Background: an optimization exercise with open tools, aiming at small area and a short achievable clock period. Do not read the settings as production practice.
No run shown here included a check of the RTL's function; only the layout flow was run.
Power and IR drop assume default switching activity.

==> flow/design.v <==
module control_unit(
    input clk, rst,
    input [11:0] br, bi,
    output first, last,
    output reg [2:0] sbr, sbi
);
    reg [4:0] s;
    always @(posedge clk or posedge rst) begin
        if (rst)
            s <= 5'b00001;
        else
            s <= {s[3:0], s[4]};
    end
    assign first = s[1];
    assign last  = s[4];
    always @(posedge clk) begin
        sbr <= ({3{s[0]}} & br[2:0]) | ({3{s[1]}} & br[5:3])
             | ({3{s[2]}} & br[8:6]) | ({3{s[3]}} & br[11:9]);
        sbi <= ({3{s[0]}} & bi[2:0]) | ({3{s[1]}} & bi[5:3])
             | ({3{s[2]}} & bi[8:6]) | ({3{s[3]}} & bi[11:9]);
    end
endmodule
module datapath(
    input clk, first, last,
    input [11:0] ar, ai,
    input [2:0] sbr, sbi,
    output reg [23:0] Pr, Pi
);
    wire [12:0] hr = {Pr[0], Pr[23:12]} | {13{first}};
    wire [12:0] hi = {Pi[0], Pi[23:12]} & {13{~first}};
    wire [11:0] rp0 = ar & {12{sbr[0]}};
    wire [11:0] rn0 = ~(ai & {12{sbi[0]}});
    wire [11:0] ip0 = ar & {12{sbi[0]}};
    wire [11:0] iq0 = ai & {12{sbr[0]}};
    wire [11:0] rp1 = ar & {12{sbr[1]}};
    wire [11:0] rn1 = ~(ai & {12{sbi[1]}});
    wire [11:0] ip1 = ar & {12{sbi[1]}};
    wire [11:0] iq1 = ai & {12{sbr[1]}};
    wire [11:0] rp2 = ar & {12{sbr[2]}};
    wire [11:0] rn2 = ~(ai & {12{sbi[2]}});
    wire [11:0] ip2 = ar & {12{sbi[2]}};
    wire [11:0] iq2 = ai & {12{sbr[2]}};
    wire rs1 = hr[0] ^ rn0[0] ^ rp0[0];
    wire rc1 = hr[0] & rn0[0] | hr[0] & rp0[0] | rn0[0] & rp0[0];
    wire rs2 = hr[1] ^ rn0[1] ^ rn1[0];
    wire rc2 = hr[1] & rn0[1] | hr[1] & rn1[0] | rn0[1] & rn1[0];
    wire rs3 = rp0[1] ^ rp1[0] ^ rc1;
    wire rc3 = rp0[1] & rp1[0] | rp0[1] & rc1 | rp1[0] & rc1;
    wire rs4 = hr[2] ^ rn0[2] ^ rn1[1];
    wire rc4 = hr[2] & rn0[2] | hr[2] & rn1[1] | rn0[2] & rn1[1];
    wire rs5 = rn2[0] ^ rp0[2] ^ rp1[1];
    wire rc5 = rn2[0] & rp0[2] | rn2[0] & rp1[1] | rp0[2] & rp1[1];
    wire rs6 = rp2[0] ^ rc2 ^ rs4;
    wire rc6 = rp2[0] & rc2 | rp2[0] & rs4 | rc2 & rs4;
    wire rs7 = rs5 ^ rc3 ^ rs6;
    wire rc7 = rs5 & rc3 | rs5 & rs6 | rc3 & rs6;
    wire rs8 = hr[3] ^ rn0[3] ^ rn1[2];
    wire rc8 = hr[3] & rn0[3] | hr[3] & rn1[2] | rn0[3] & rn1[2];
    wire rs9 = rn2[1] ^ rp0[3] ^ rp1[2];
    wire rc9 = rn2[1] & rp0[3] | rn2[1] & rp1[2] | rp0[3] & rp1[2];
    wire rs10 = rp2[1] ^ rc4 ^ rc5;
    wire rc10 = rp2[1] & rc4 | rp2[1] & rc5 | rc4 & rc5;
    wire rs11 = rs8 ^ rs9 ^ rc6;
    wire rc11 = rs8 & rs9 | rs8 & rc6 | rs9 & rc6;
    wire rs12 = rs10 ^ rc7 ^ rs11;
    wire rc12 = rs10 & rc7 | rs10 & rs11 | rc7 & rs11;
    wire rs13 = hr[4] ^ rn0[4] ^ rn1[3];
    wire rc13 = hr[4] & rn0[4] | hr[4] & rn1[3] | rn0[4] & rn1[3];
    wire rs14 = rn2[2] ^ rp0[4] ^ rp1[3];
    wire rc14 = rn2[2] & rp0[4] | rn2[2] & rp1[3] | rp0[4] & rp1[3];
    wire rs15 = rp2[2] ^ rc8 ^ rc9;
    wire rc15 = rp2[2] & rc8 | rp2[2] & rc9 | rc8 & rc9;
    wire rs16 = rs13 ^ rs14 ^ rc10;
    wire rc16 = rs13 & rs14 | rs13 & rc10 | rs14 & rc10;
    wire rs17 = rs15 ^ rc11 ^ rs16;
    wire rc17 = rs15 & rc11 | rs15 & rs16 | rc11 & rs16;
    wire rs18 = hr[5] ^ rn0[5] ^ rn1[4];
    wire rc18 = hr[5] & rn0[5] | hr[5] & rn1[4] | rn0[5] & rn1[4];
    wire rs19 = rn2[3] ^ rp0[5] ^ rp1[4];
    wire rc19 = rn2[3] & rp0[5] | rn2[3] & rp1[4] | rp0[5] & rp1[4];
    wire rs20 = rp2[3] ^ rc13 ^ rc14;
    wire rc20 = rp2[3] & rc13 | rp2[3] & rc14 | rc13 & rc14;
    wire rs21 = rs18 ^ rs19 ^ rc15;
    wire rc21 = rs18 & rs19 | rs18 & rc15 | rs19 & rc15;
    wire rs22 = rs20 ^ rc16 ^ rs21;
    wire rc22 = rs20 & rc16 | rs20 & rs21 | rc16 & rs21;
    wire rs23 = hr[6] ^ rn0[6] ^ rn1[5];
    wire rc23 = hr[6] & rn0[6] | hr[6] & rn1[5] | rn0[6] & rn1[5];
    wire rs24 = rn2[4] ^ rp0[6] ^ rp1[5];
    wire rc24 = rn2[4] & rp0[6] | rn2[4] & rp1[5] | rp0[6] & rp1[5];
    wire rs25 = rp2[4] ^ rc18 ^ rc19;
    wire rc25 = rp2[4] & rc18 | rp2[4] & rc19 | rc18 & rc19;
    wire rs26 = rs23 ^ rs24 ^ rc20;
    wire rc26 = rs23 & rs24 | rs23 & rc20 | rs24 & rc20;
    wire rs27 = rs25 ^ rc21 ^ rs26;
    wire rc27 = rs25 & rc21 | rs25 & rs26 | rc21 & rs26;
    wire rs28 = hr[7] ^ rn0[7] ^ rn1[6];
    wire rc28 = hr[7] & rn0[7] | hr[7] & rn1[6] | rn0[7] & rn1[6];
    wire rs29 = rn2[5] ^ rp0[7] ^ rp1[6];
    wire rc29 = rn2[5] & rp0[7] | rn2[5] & rp1[6] | rp0[7] & rp1[6];
    wire rs30 = rp2[5] ^ rc23 ^ rc24;
    wire rc30 = rp2[5] & rc23 | rp2[5] & rc24 | rc23 & rc24;
    wire rs31 = rs28 ^ rs29 ^ rc25;
    wire rc31 = rs28 & rs29 | rs28 & rc25 | rs29 & rc25;
    wire rs32 = rs30 ^ rc26 ^ rs31;
    wire rc32 = rs30 & rc26 | rs30 & rs31 | rc26 & rs31;
    wire rs33 = hr[8] ^ rn0[8] ^ rn1[7];
    wire rc33 = hr[8] & rn0[8] | hr[8] & rn1[7] | rn0[8] & rn1[7];
    wire rs34 = rn2[6] ^ rp0[8] ^ rp1[7];
    wire rc34 = rn2[6] & rp0[8] | rn2[6] & rp1[7] | rp0[8] & rp1[7];
    wire rs35 = rp2[6] ^ rc28 ^ rc29;
    wire rc35 = rp2[6] & rc28 | rp2[6] & rc29 | rc28 & rc29;
    wire rs36 = rs33 ^ rs34 ^ rc30;
    wire rc36 = rs33 & rs34 | rs33 & rc30 | rs34 & rc30;
    wire rs37 = rs35 ^ rc31 ^ rs36;
    wire rc37 = rs35 & rc31 | rs35 & rs36 | rc31 & rs36;
    wire rs38 = hr[9] ^ rn0[9] ^ rn1[8];
    wire rc38 = hr[9] & rn0[9] | hr[9] & rn1[8] | rn0[9] & rn1[8];
    wire rs39 = rn2[7] ^ rp0[9] ^ rp1[8];
    wire rc39 = rn2[7] & rp0[9] | rn2[7] & rp1[8] | rp0[9] & rp1[8];
    wire rs40 = rp2[7] ^ rc33 ^ rc34;
    wire rc40 = rp2[7] & rc33 | rp2[7] & rc34 | rc33 & rc34;
    wire rs41 = rs38 ^ rs39 ^ rc35;
    wire rc41 = rs38 & rs39 | rs38 & rc35 | rs39 & rc35;
    wire rs42 = rs40 ^ rc36 ^ rs41;
    wire rc42 = rs40 & rc36 | rs40 & rs41 | rc36 & rs41;
    wire rs43 = hr[10] ^ rn0[10] ^ rn1[9];
    wire rc43 = hr[10] & rn0[10] | hr[10] & rn1[9] | rn0[10] & rn1[9];
    wire rs44 = rn2[8] ^ rp0[10] ^ rp1[9];
    wire rc44 = rn2[8] & rp0[10] | rn2[8] & rp1[9] | rp0[10] & rp1[9];
    wire rs45 = rp2[8] ^ rc38 ^ rc39;
    wire rc45 = rp2[8] & rc38 | rp2[8] & rc39 | rc38 & rc39;
    wire rs46 = rs43 ^ rs44 ^ rc40;
    wire rc46 = rs43 & rs44 | rs43 & rc40 | rs44 & rc40;
    wire rs47 = rs45 ^ rc41 ^ rs46;
    wire rc47 = rs45 & rc41 | rs45 & rs46 | rc41 & rs46;
    wire rs48 = hr[11] ^ rn0[11] ^ rn1[10];
    wire rc48 = hr[11] & rn0[11] | hr[11] & rn1[10] | rn0[11] & rn1[10];
    wire rs49 = rn2[9] ^ rp0[11] ^ rp1[10];
    wire rc49 = rn2[9] & rp0[11] | rn2[9] & rp1[10] | rp0[11] & rp1[10];
    wire rs50 = rp2[9] ^ rc43 ^ rc44;
    wire rc50 = rp2[9] & rc43 | rp2[9] & rc44 | rc43 & rc44;
    wire rs51 = rs48 ^ rs49 ^ rc45;
    wire rc51 = rs48 & rs49 | rs48 & rc45 | rs49 & rc45;
    wire rs52 = rs50 ^ rc46 ^ rs51;
    wire rc52 = rs50 & rc46 | rs50 & rs51 | rc46 & rs51;
    wire rs53 = hr[12] ^ rn1[11] ^ rn2[10];
    wire rc53 = hr[12] & rn1[11] | hr[12] & rn2[10] | rn1[11] & rn2[10];
    wire rs54 = rp1[11] ^ rp2[10] ^ rc48;
    wire rc54 = rp1[11] & rp2[10] | rp1[11] & rc48 | rp2[10] & rc48;
    wire rs55 = rc49 ^ rs53 ^ rc50;
    wire rc55 = rc49 & rs53 | rc49 & rc50 | rs53 & rc50;
    wire rs56 = rs54 ^ rc51 ^ rs55;
    wire rc56 = rs54 & rc51 | rs54 & rs55 | rc51 & rs55;
    wire rs57 = rn2[11] ^ rp2[11] ^ rc53;
    wire rc57 = rn2[11] & rp2[11] | rn2[11] & rc53 | rp2[11] & rc53;
    wire rs58 = rc54 ^ rs57 ^ rc55;
    wire rc58 = rc54 & rs57 | rc54 & rc55 | rs57 & rc55;
    wire [15:0] sr = {1'b0, rc57, rc56, rc52, rc47, rc42, rc37, rc32, rc27, rc22, rc17, rc12, rs12, rs7, rs2, rs1}
                    + {1'b0, rc58, rs58, rs56, rs52, rs47, rs42, rs37, rs32, rs27, rs22, rs17, 1'b0, 1'b0, rs3, 1'b0};
    wire is1 = hi[0] ^ ip0[0] ^ iq0[0];
    wire ic1 = hi[0] & ip0[0] | hi[0] & iq0[0] | ip0[0] & iq0[0];
    wire is2 = hi[1] ^ ip0[1] ^ ip1[0];
    wire ic2 = hi[1] & ip0[1] | hi[1] & ip1[0] | ip0[1] & ip1[0];
    wire is3 = iq0[1] ^ iq1[0] ^ ic1;
    wire ic3 = iq0[1] & iq1[0] | iq0[1] & ic1 | iq1[0] & ic1;
    wire is4 = hi[2] ^ ip0[2] ^ ip1[1];
    wire ic4 = hi[2] & ip0[2] | hi[2] & ip1[1] | ip0[2] & ip1[1];
    wire is5 = ip2[0] ^ iq0[2] ^ iq1[1];
    wire ic5 = ip2[0] & iq0[2] | ip2[0] & iq1[1] | iq0[2] & iq1[1];
    wire is6 = iq2[0] ^ ic2 ^ is4;
    wire ic6 = iq2[0] & ic2 | iq2[0] & is4 | ic2 & is4;
    wire is7 = is5 ^ ic3 ^ is6;
    wire ic7 = is5 & ic3 | is5 & is6 | ic3 & is6;
    wire is8 = hi[3] ^ ip0[3] ^ ip1[2];
    wire ic8 = hi[3] & ip0[3] | hi[3] & ip1[2] | ip0[3] & ip1[2];
    wire is9 = ip2[1] ^ iq0[3] ^ iq1[2];
    wire ic9 = ip2[1] & iq0[3] | ip2[1] & iq1[2] | iq0[3] & iq1[2];
    wire is10 = iq2[1] ^ ic4 ^ ic5;
    wire ic10 = iq2[1] & ic4 | iq2[1] & ic5 | ic4 & ic5;
    wire is11 = is8 ^ is9 ^ ic6;
    wire ic11 = is8 & is9 | is8 & ic6 | is9 & ic6;
    wire is12 = is10 ^ ic7 ^ is11;
    wire ic12 = is10 & ic7 | is10 & is11 | ic7 & is11;
    wire is13 = hi[4] ^ ip0[4] ^ ip1[3];
    wire ic13 = hi[4] & ip0[4] | hi[4] & ip1[3] | ip0[4] & ip1[3];
    wire is14 = ip2[2] ^ iq0[4] ^ iq1[3];
    wire ic14 = ip2[2] & iq0[4] | ip2[2] & iq1[3] | iq0[4] & iq1[3];
    wire is15 = iq2[2] ^ ic8 ^ ic9;
    wire ic15 = iq2[2] & ic8 | iq2[2] & ic9 | ic8 & ic9;
    wire is16 = is13 ^ is14 ^ ic10;
    wire ic16 = is13 & is14 | is13 & ic10 | is14 & ic10;
    wire is17 = is15 ^ ic11 ^ is16;
    wire ic17 = is15 & ic11 | is15 & is16 | ic11 & is16;
    wire is18 = hi[5] ^ ip0[5] ^ ip1[4];
    wire ic18 = hi[5] & ip0[5] | hi[5] & ip1[4] | ip0[5] & ip1[4];
    wire is19 = ip2[3] ^ iq0[5] ^ iq1[4];
    wire ic19 = ip2[3] & iq0[5] | ip2[3] & iq1[4] | iq0[5] & iq1[4];
    wire is20 = iq2[3] ^ ic13 ^ ic14;
    wire ic20 = iq2[3] & ic13 | iq2[3] & ic14 | ic13 & ic14;
    wire is21 = is18 ^ is19 ^ ic15;
    wire ic21 = is18 & is19 | is18 & ic15 | is19 & ic15;
    wire is22 = is20 ^ ic16 ^ is21;
    wire ic22 = is20 & ic16 | is20 & is21 | ic16 & is21;
    wire is23 = hi[6] ^ ip0[6] ^ ip1[5];
    wire ic23 = hi[6] & ip0[6] | hi[6] & ip1[5] | ip0[6] & ip1[5];
    wire is24 = ip2[4] ^ iq0[6] ^ iq1[5];
    wire ic24 = ip2[4] & iq0[6] | ip2[4] & iq1[5] | iq0[6] & iq1[5];
    wire is25 = iq2[4] ^ ic18 ^ ic19;
    wire ic25 = iq2[4] & ic18 | iq2[4] & ic19 | ic18 & ic19;
    wire is26 = is23 ^ is24 ^ ic20;
    wire ic26 = is23 & is24 | is23 & ic20 | is24 & ic20;
    wire is27 = is25 ^ ic21 ^ is26;
    wire ic27 = is25 & ic21 | is25 & is26 | ic21 & is26;
    wire is28 = hi[7] ^ ip0[7] ^ ip1[6];
    wire ic28 = hi[7] & ip0[7] | hi[7] & ip1[6] | ip0[7] & ip1[6];
    wire is29 = ip2[5] ^ iq0[7] ^ iq1[6];
    wire ic29 = ip2[5] & iq0[7] | ip2[5] & iq1[6] | iq0[7] & iq1[6];
    wire is30 = iq2[5] ^ ic23 ^ ic24;
    wire ic30 = iq2[5] & ic23 | iq2[5] & ic24 | ic23 & ic24;
    wire is31 = is28 ^ is29 ^ ic25;
    wire ic31 = is28 & is29 | is28 & ic25 | is29 & ic25;
    wire is32 = is30 ^ ic26 ^ is31;
    wire ic32 = is30 & ic26 | is30 & is31 | ic26 & is31;
    wire is33 = hi[8] ^ ip0[8] ^ ip1[7];
    wire ic33 = hi[8] & ip0[8] | hi[8] & ip1[7] | ip0[8] & ip1[7];
    wire is34 = ip2[6] ^ iq0[8] ^ iq1[7];
    wire ic34 = ip2[6] & iq0[8] | ip2[6] & iq1[7] | iq0[8] & iq1[7];
    wire is35 = iq2[6] ^ ic28 ^ ic29;
    wire ic35 = iq2[6] & ic28 | iq2[6] & ic29 | ic28 & ic29;
    wire is36 = is33 ^ is34 ^ ic30;
    wire ic36 = is33 & is34 | is33 & ic30 | is34 & ic30;
    wire is37 = is35 ^ ic31 ^ is36;
    wire ic37 = is35 & ic31 | is35 & is36 | ic31 & is36;
    wire is38 = hi[9] ^ ip0[9] ^ ip1[8];
    wire ic38 = hi[9] & ip0[9] | hi[9] & ip1[8] | ip0[9] & ip1[8];
    wire is39 = ip2[7] ^ iq0[9] ^ iq1[8];
    wire ic39 = ip2[7] & iq0[9] | ip2[7] & iq1[8] | iq0[9] & iq1[8];
    wire is40 = iq2[7] ^ ic33 ^ ic34;
    wire ic40 = iq2[7] & ic33 | iq2[7] & ic34 | ic33 & ic34;
    wire is41 = is38 ^ is39 ^ ic35;
    wire ic41 = is38 & is39 | is38 & ic35 | is39 & ic35;
    wire is42 = is40 ^ ic36 ^ is41;
    wire ic42 = is40 & ic36 | is40 & is41 | ic36 & is41;
    wire is43 = hi[10] ^ ip0[10] ^ ip1[9];
    wire ic43 = hi[10] & ip0[10] | hi[10] & ip1[9] | ip0[10] & ip1[9];
    wire is44 = ip2[8] ^ iq0[10] ^ iq1[9];
    wire ic44 = ip2[8] & iq0[10] | ip2[8] & iq1[9] | iq0[10] & iq1[9];
    wire is45 = iq2[8] ^ ic38 ^ ic39;
    wire ic45 = iq2[8] & ic38 | iq2[8] & ic39 | ic38 & ic39;
    wire is46 = is43 ^ is44 ^ ic40;
    wire ic46 = is43 & is44 | is43 & ic40 | is44 & ic40;
    wire is47 = is45 ^ ic41 ^ is46;
    wire ic47 = is45 & ic41 | is45 & is46 | ic41 & is46;
    wire is48 = hi[11] ^ ip0[11] ^ ip1[10];
    wire ic48 = hi[11] & ip0[11] | hi[11] & ip1[10] | ip0[11] & ip1[10];
    wire is49 = ip2[9] ^ iq0[11] ^ iq1[10];
    wire ic49 = ip2[9] & iq0[11] | ip2[9] & iq1[10] | iq0[11] & iq1[10];
    wire is50 = iq2[9] ^ ic43 ^ ic44;
    wire ic50 = iq2[9] & ic43 | iq2[9] & ic44 | ic43 & ic44;
    wire is51 = is48 ^ is49 ^ ic45;
    wire ic51 = is48 & is49 | is48 & ic45 | is49 & ic45;
    wire is52 = is50 ^ ic46 ^ is51;
    wire ic52 = is50 & ic46 | is50 & is51 | ic46 & is51;
    wire is53 = hi[12] ^ ip1[11] ^ ip2[10];
    wire ic53 = hi[12] & ip1[11] | hi[12] & ip2[10] | ip1[11] & ip2[10];
    wire is54 = iq1[11] ^ iq2[10] ^ ic48;
    wire ic54 = iq1[11] & iq2[10] | iq1[11] & ic48 | iq2[10] & ic48;
    wire is55 = ic49 ^ is53 ^ ic50;
    wire ic55 = ic49 & is53 | ic49 & ic50 | is53 & ic50;
    wire is56 = is54 ^ ic51 ^ is55;
    wire ic56 = is54 & ic51 | is54 & is55 | ic51 & is55;
    wire is57 = ip2[11] ^ iq2[11] ^ ic53;
    wire ic57 = ip2[11] & iq2[11] | ip2[11] & ic53 | iq2[11] & ic53;
    wire is58 = ic54 ^ is57 ^ ic55;
    wire ic58 = ic54 & is57 | ic54 & ic55 | is57 & ic55;
    wire [15:0] si = {1'b0, ic57, ic56, ic52, ic47, ic42, ic37, ic32, ic27, ic22, ic17, ic12, is12, is7, is2, is1}
                    + {1'b0, ic58, is58, is56, is52, is47, is42, is37, is32, is27, is22, is17, 1'b0, 1'b0, is3, 1'b0};
    always @(posedge clk) begin
        Pr[23:12] <= sr[14:3];
        Pr[11:9]  <= sr[2:0];
        Pr[8:1]   <= Pr[11:4];
        Pr[0]     <= last ? Pr[3] : sr[15];
        Pi[23:12] <= si[14:3];
        Pi[11:9]  <= si[2:0];
        Pi[8:1]   <= Pi[11:4];
        Pi[0]     <= last ? Pi[3] : si[15];
    end
endmodule
module top(
    input rst, clk,
    input [11:0] ar, ai, br, bi,
    output [23:0] Pi, Pr
);
    wire       first, last;
    wire [2:0] sbr, sbi;
    control_unit uut1(
        .clk(clk), .rst(rst), .br(br), .bi(bi),
        .first(first), .last(last), .sbr(sbr), .sbi(sbi)
    );
    datapath uut2(
        .clk(clk), .first(first), .last(last),
        .ar(ar), .ai(ai), .sbr(sbr), .sbi(sbi),
        .Pr(Pr), .Pi(Pi)
    );
endmodule
==> flow/flow/run.sh <==
#!/bin/bash
# The standard layout (standard.sh) with three changes to how the layout
# is made:
#  - the port buffers are buf_1 cells instead of the delay cells that
#    buffer_ports picks by default;
#  - clock tree synthesis uses small clock buffers and no dummy loads;
#  - synthesis skips the early "abc -fast" pass inside yosys synth, so that
#    extract_fa sees the full adders written in the RTL.
# The tool output goes to standard.log in this folder.
set -e
cat >> config.mk <<'EOC'
export BUFFER_PORTS_ARGS = -buffer_cell sky130_fd_sc_hd__buf_1
export CTS_ARGS = -sink_clustering_enable -repair_clock_nets -buf_list {sky130_fd_sc_hd__clkbuf_4 sky130_fd_sc_hd__clkbuf_8} -root_buf sky130_fd_sc_hd__clkbuf_8 -dont_use_dummy_load
export SYNTH_ARGS = -noabc
EOC
bash standard.sh > standard.log 2>&1
==> flow/standard.sh <==
#!/bin/bash
# synth_recipe.tcl (not shown) runs the flow's synth.tcl, then flattens the netlist and writes it again
# the make line also repeats each setting of config.mk as NAME=value (left out here)
make -C /OpenROAD-flow-scripts/flow DESIGN_CONFIG=/design/flow/config.mk WORK_HOME=/design/flow/orfs CLKGATE_MAP_FILE= SYNTH_SCRIPT=/design/flow/synth_recipe.tcl "${@:-finish}"
==> flow/config.mk <==
export PLATFORM = sky130hd
export DESIGN_NAME = top
export DESIGN_NICKNAME = top
export VERILOG_FILES = /design/flow/design.v
export SDC_FILE = /design/flow/constraint.sdc
export NUM_CORES = 4
export LEC_CHECK = 0
export CAP_MARGIN = 20
export CORE_MARGIN = 2
export CORE_UTILIZATION = 40
export SLEW_MARGIN = 20
export BUFFER_PORTS_ARGS = -buffer_cell sky130_fd_sc_hd__buf_1
export CTS_ARGS = -sink_clustering_enable -repair_clock_nets -buf_list {sky130_fd_sc_hd__clkbuf_4 sky130_fd_sc_hd__clkbuf_8} -root_buf sky130_fd_sc_hd__clkbuf_8 -dont_use_dummy_load
export SYNTH_ARGS = -noabc
==> flow/constraint.sdc <==
create_clock -name core_clock -period 7.0 [get_ports {clk}]
set_input_delay 1.4000 -clock core_clock [delete_from_list [all_inputs] [get_ports {clk}]]
set_output_delay 1.4000 -clock core_clock [all_outputs]
set_load 0.01 [all_outputs]
==> results.cfg, run 1 <==
[timing]
fin_crit_ns = 5.255
timing.fmax_mhz = 190.3
rsz0062_at_grt = no
setup_viol = 0
finalHoldViolations = 0
fin_skew_ns = 0.01095
relSlewSlack = 0.4617
drv_slew = 0
fin_tns_setup_ns = 0
worst_pin_slew_ns = 0.8064
finalCritPeriodShare = 0.7507

[drt]
route.vias.total = 4431
routed_wl_mm = 13.19
post_drt_wl_per_cell_um = 15.02
antenna_left = 0
drt-pass1-iter-count = 4
drt_iter0_markers = 226
drc = 0
viasPerCell = 5.047

[clock_tree]
cts.sinks = 59
cts_buffer_depth = 2
clk_pin_slew_ns = 0.06
cts_resized = 0
cts_max_level = 3
cts_setup_buffers = 0
clock_latency_ns = 0.36
cts_buffers = 9
clock-root-buffer = clkbuf_8
cts_tree = built
hold_buffers = 0

[power]
vdd_drop_max_v = 0.00006757
p_per_area_nw_per_um2 = 87.65
total_power_uw = 592.8
p_leak_uw = 0.003208

[yosys]
yosysWarnings = 2
synth.distinct_cells = 46
synthTopCellsByArea = fa_1 38%, dfxtp_1 18%, and2_1 13%, ha_1 5.4%, inv_1 3.3%
ys_top_cells_by_count = 122 x and2_1, 116 x fa_1, 54 x dfxtp_1, 53 x inv_1, 41 x nand2_1
yosysTopAreaCellShare = 0.3821
synthArstFlopShare = 0.08475
yosysTopAreaCell = fa_1
syn_nets = 790
ys_ff_latch = 59
yosys_most_used_dff = dfxtp_1
yosysSeqAreaShare = 0.1987
synth_most_common_cell = and2_1
synth_enable_flop_cells = 0
syn_inst = 598
syn_avg_cell_area_um2 = 10.16
netlist_area_um2 = 6077

[final_layout]
nets = 884
area_growth_pct = 11.28
n_antenna_cell = 0
drive_above_1_share = 0.02174

[critical_path]
crit_type = in2reg
reg2reg_slack_ns = 2.22
cp.required_ns = 7.22
end_kind = register
worst_setup_path_start_kind = input port
crit_path_max_fanout = 6
arrival_ns = 5.47

[outcome]
status = complete, no violations

[placed_design]
gp_congestion = 0.7847
numPortBuffers = 97
dpl.hpwl_mm = 10.65

[global_route]
track_usage = 0.1758
grt.busiest_layer = met2
antenna_found_initial = 0
grt_pass1_vias = 4725
grt_pass1_wl_mm = 22.42
grt_max_degree = 34
grtUsageMet1 = 0.2274
grt_use_met3 = 0.03392
gr-usage-met2 = 0.2995
grt_overflow = 0

[floorplan]
core.rowCount = 45
coreArea_um2 = 15030
initial_core_util = 0.4042
die_x_um = 127.3
die_area_um2 = 16200
dieHeight_um = 127.3
pin_count = 98

[flow_run]
drv_cap = 0

[min_path]
hold_class = reg2reg
## final timing paths
path | startpoint | to | cells past startpoint
worst min register to register | uut2.Pr[11] | uut2.Pr[8] | 0
min in group asynchronous | rst | uut1.s[2] | 2
worst max-delay path | ai[2] | uut2.Pr[23] | 13
worst min-delay path | uut2.Pr[11] | uut2.Pr[8] | 0
worst max register to register | uut1.sbi[0] | uut2.Pr[23] | 12
max in group asynchronous | rst | uut1.s[0] | 2
## cell type report
class                      instances  area, um2
clock buffer                       9      123.9
fill                            1500       8270
inverter                          53      198.9
multi-input combinational        468       4603
sequential                        59       1207
tap                              188      235.2
timing repair buffer             101      394.1
## report_power, final
group	internal (uW)	switching, uW	leakage [uW]	total (uW)
Clock	114	122	0.0000647	236
Sequential	336	0	0.000501	336
Combinational	6.28	14.2	0.00264	20.5
## placed cells by master, fill, tap and decap left out, types with 4 or more instances in the layout
cell type and n:
and2_1 122, fa_1 116, buf_1 97, dfxtp_1 54, inv_1 53, nand2_1 41
ha_1 26, nor2_1 23, nor2b_1 18, a21oi_1 17, a22oi_1 12, xnor2_1 10
o21ai_0 9, clkbuf_8 9, xor2_1 7, a21o_1 7, nor3_1 7, nand4_1 6
nand3_1 5, a31oi_1 4, buf_4 4, dfrtp_1 4
## cells by family after synthesis
group	after synthesis	synth area share
AOI/OAI and AO/OA	68	0.07391
xor gates and xnor gates	17	0.02450
adders and majority gates	142	0.4357
buffers and inverters	71	0.04385
DFF	59	0.1987
muxes	2	0.003294
and+or+nand+nor	239	0.2201
## per-layer routing
layer / up-vias / share of wire
met1: 2208 / 0.45
met5: - / 0
li1: 2105 / -
met2: 104 / 0.50
met4: 0 / 0.015
met3: 14 / 0.044
## flip-flops by register name, summed over array words and instances (netlist names)
| name | count |
|---|---|
| uut1.sbr | 3 |
| uut1.sbi | 3 |
| uut1.s | 5 |
| uut2.Pi | 24 |
| uut2.Pr | 24 |
## worst max-delay path, cell delays in order
cell     delay [ns]
buf_1          0.13
and2_1         0.20
fa_1           0.54
inv_1          0.05
fa_1           0.51
fa_1           0.44
fa_1           0.37
ha_1           0.32
a41o_1         0.25
a21o_1         0.22
a211o_1        0.37
nor3b_1        0.16
or4_1          0.50
## through the flow
stage / hold WS, ns / instance area [um2] / util / setup slack (ns) / cells
after floorplan: 0.3817 / 6077 / - / 1.726 / 598
after global placement: 0.3356 / 6639 / 0.4416 / 1.470 / 869
after detailed placement: 0.3407 / 6639 / 0.4416 / 1.386 / 869
after CTS: 0.3461 / 6763 / 0.4499 / 1.757 / 878
after global routing: 0.3548 / 6763 / 0.4499 / 1.608 / 878
final: 0.3436 / 6763 / 0.4499 / 1.745 / 878
==> run 2: changes to the inputs <==
==> flow/flow/run.sh (replaced) <==
#!/bin/bash
# The standard layout (standard.sh) with two changes to how the layout
# is made:
#  - the port buffers are buf_1 cells instead of the delay cells that
#    buffer_ports picks by default;
#  - clock tree synthesis uses small clock buffers and no dummy loads.
# The tool output goes to standard.log in this folder.
set -e
cat >> config.mk <<'EOC'
export BUFFER_PORTS_ARGS = -buffer_cell sky130_fd_sc_hd__buf_1
export CTS_ARGS = -sink_clustering_enable -repair_clock_nets -buf_list {sky130_fd_sc_hd__clkbuf_4 sky130_fd_sc_hd__clkbuf_8} -root_buf sky130_fd_sc_hd__clkbuf_8 -dont_use_dummy_load
EOC
bash standard.sh > standard.log 2>&1
--- a/flow/config.mk
+++ b/flow/config.mk
@@ -12,3 +12,2 @@
 export BUFFER_PORTS_ARGS = -buffer_cell sky130_fd_sc_hd__buf_1
 export CTS_ARGS = -sink_clustering_enable -repair_clock_nets -buf_list {sky130_fd_sc_hd__clkbuf_4 sky130_fd_sc_hd__clkbuf_8} -root_buf sky130_fd_sc_hd__clkbuf_8 -dont_use_dummy_load
-export SYNTH_ARGS = -noabc
==> run 2 against run 1 <==
  * Count of clock-buffer cells in the layout unchanged
  * Core utilization up 0.34 points
  * Clock skew up 0.0054 ns
  * Via count up 1.8%
  * Critical path depth unchanged
  * Sequential share of layout area down 0.27 points
  * Sequential cell count unchanged
  * Critical path type unchanged
==> results.cfg, run 2 <==
[outcome]
status = complete, no violations

[drt]
post_drt_wl_per_cell_um = 14.37
route.vias.total = 4511
antenna_left = 0
drc = 0
drt-pass1-iter-count = 4
routed_wl_mm = 13.28
viasPerCell = 4.882
drt_iter0_markers = 197

[power]
p_sw_uw = 134.2
combPwrFrac = 0.035
switching_share = 0.2271
power.sequential.fraction = 0.569
p_leak_uw = 0.003202
p_per_area_nw_per_um2 = 86.06
vdd_drop_max_v = 0.00008572
power_frac_clock = 0.396
intPower_uw = 456.6

[clock_tree]
clock_latency_ns = 0.35
cts_tree = built
cts_buffers = 9
cts_setup_buffers = 0
clk_pin_slew_ns = 0.06
cts_max_level = 3
hold_buffers = 0
cts.sinks = 59
cts_resized = 0
cts_buffer_depth = 2
clock-root-buffer = clkbuf_8

[timing]
fin_crit_ns = 4.936
fin_tns_setup_ns = 0
fin_skew_ns = 0.01631
finalCritPeriodShare = 0.7051
drv_slew = 0
rsz0062_at_grt = no
relSlewSlack = 0.3696
worst_pin_slew_ns = 0.9443
finalHoldViolations = 0
timing.fmax_mhz = 202.6
setup_viol = 0

[global_route]
grt_pass1_vias = 4827
grt.busiest_layer = met2
grt_max_degree = 25
grt_use_met3 = 0.03950
grt_pass1_wl_mm = 22.71
grtUsageMet1 = 0.2191
track_usage = 0.1758
antenna_found_initial = 0
gr-usage-met2 = 0.3066
grt_overflow = 0

[critical_path]
cp.required_ns = 7.24
worst_setup_path_start_kind = input port
end_kind = register
r2r.worst_path.cells = 12
arrival_ns = 5.18
crit_path_max_fanout = 6
crit_type = in2reg

[final_layout]
n_fill_cell = 1510
fin_area_um2 = 6865
final_common_cell = inv_1
reg.largest.list = uut2.Pi: 24 flops, uut2.Pr: 24 flops, uut1.s: 5 flops
nets = 930
drive_above_1_share = 0.02853
final_cells = 924
area_growth_pct = 10.83
final_cell_mix = 126 x inv_1, 116 x fa_1, 97 x buf_1, 96 x and2_1, 62 x nand2_1
n_antenna_cell = 0

[yosys]
yosys_most_used_dff = dfxtp_1
syn_nets = 837
netlist_area_um2 = 6195
synthArstFlopShare = 0.08475
synth-compound-area-share = 0.07049
ys_ff_latch = 59
syn_inst = 645
synth_top_family_by_area = adder cells
yosysSeqAreaShare = 0.1949
ys_top_cells_by_count = 126 x inv_1, 116 x fa_1, 96 x and2_1, 62 x nand2_1, 54 x dfxtp_1
synth_fa_ha_area_frac = 0.4274
yosysTopAreaCellShare = 0.3749
yosysWarnings = 2
synthXorXnorAreaFrac = 0.03252
synth_enable_flop_cells = 0
yosysTopAreaCell = fa_1
muxShareOfSynthArea = 0
syn_avg_cell_area_um2 = 9.604
synth_most_common_cell = inv_1
synth.distinct_cells = 46
synthTopCellsByArea = fa_1 37%, dfxtp_1 17%, and2_1 9.7%, inv_1 7.6%, ha_1 5.3%
synth-simple-area-share = 0.1886

[floorplan]
die_area_um2 = 16500
coreArea_um2 = 15150
dieHeight_um = 128.4
core.rowCount = 45
die_x_um = 128.4
initial_core_util = 0.4090
pin_count = 98

[placed_design]
gp_congestion = 0.7596
numPortBuffers = 97
placed_area_um2 = 6741
dpl.hpwl_mm = 10.79
dp_cells = 915

[min_path]
hold_class = reg2reg
min_path_cells = 0

[flow_run]
drv_cap = 0
## run 2: cell types whose count changed in the layout (fill, tap and decap cells not counted), sizes merged, moves of 4 or more
cell / before / now
nand4: 6 / 2
xnor2: 10 / 18
inv: 53 / 126
and2: 122 / 96
nor3: 7 / 2
or2: 1 / 5
nor2b: 18 / 10
nand2: 41 / 62
## run 2: power groups by stage
| stage | Sequential (uW) | Clock, uW | Combinational (uW) |
|---|---|---|---|
| after detailed placement | 344 | 0 | 20.6 |
| after floorplan | 344 | 0 | 0.688 |
| final | 336 | 234 | 20.5 |
| after global routing | 336 | 260 | 23.1 |
| after CTS | 336 | 248 | 20.7 |
| after global placement | 344 | 0 | 20.1 |
## run 2: cells by family after synthesis
group | count (synthesis)
adders and majority gates | 142
and+or+nand+nor | 215
buffers and inverters | 142
AOI/OAI and AO/OA | 64
xor gates and xnor gates | 23
DFF | 59
## run 2: through the flow
step	setup slack (ns)	util	hold slack [ns]	power, uW
3_5_place_dp	1.738	0.4451	0.3374	364.1
4_1_cts	2.103	0.4533	0.3489	604.7
5_1_grt	1.872	0.4533	0.3561	619.5
2_1_floorplan	2.272	-	0.3817	344.2
6_report	2.064	0.4533	0.3507	590.8
3_3_place_gp	1.837	0.4451	0.3345	363.6
## run 2: layout make-up
cell class	count	area (um2)	share of cell area
multi-input combinational	444	4454	0.6488
sequential	59	1207	0.1759
inverter	126	473.0	0.06889
timing repair buffer	98	371.6	0.05413
tap	188	235.2	0.03426
clock buffer	9	123.9	0.01804
## run 2: critical path, cell delays in order
cell and delay, ns:
buf_1 0.22, nand2_1 0.13, fa_1 0.46, fa_1 0.39
inv_1 0.07, fa_1 0.42, fa_1 0.44, ha_1 0.37
a21oi_1 0.16, nand2_1 0.09, a221oi_1 0.46, o21ai_1 0.25
o311ai_1 0.33
## run 2: path summary, 6_finish.rpt
kind | slack [ns] | end | start
max | 2.06 | uut2.Pi[22] | ar[3]
min | 0.35 | uut2.Pr[7] | uut2.Pr[10]
max reg2reg | 2.37 | uut2.Pi[22] | uut1.sbi[1]
min reg2reg | 0.35 | uut2.Pr[7] | uut2.Pr[10]
max in group asynchronous | 5.87 | uut1.s[0] | rst
min in group asynchronous | 0.89 | uut1.s[4] | rst
## run 2: metal layers
| layer | part of all wire | wire [um] |
|---|---|---|
| met5 | 0 | 0 |
| met4 | 0.014 | 187 |
| met3 | 0.056 | 740 |
| met2 | 0.51 | 6715 |
| met1 | 0.42 | 5636 |

==> afterwards: timing with drivers on the ports <==
The flow's constraints put no driver on any port. The routed layouts listed below were extracted and timed again, unchanged, in two steps. Step 1: set_driving_cell puts a clkbuf_16 on clk and a buf_2 on each other input, an assumption about the parent block. Step 2 moves the port delays by t, midway between the first and last clock arrival at a register: inputs arrive t later, outputs are due t later. That takes back most of the time a late clock gives input paths. Slacks: ideal ports / drivers / drivers and shift; pairs: ideal ports / drivers.
run	t (ns)	setup slack, ns	hold WS [ns]
run 1	0.390	1.745 / 1.759 / 1.370	0.344 / 0.344 / 0.344
run 2	0.382	2.064 / 2.074 / 1.692	0.351 / 0.351 / 0.351
After both steps every run listed still meets setup and hold. The setup slack of run 1, which loses most, moves by +0.014 ns with the drivers and by -0.375 ns with both steps.
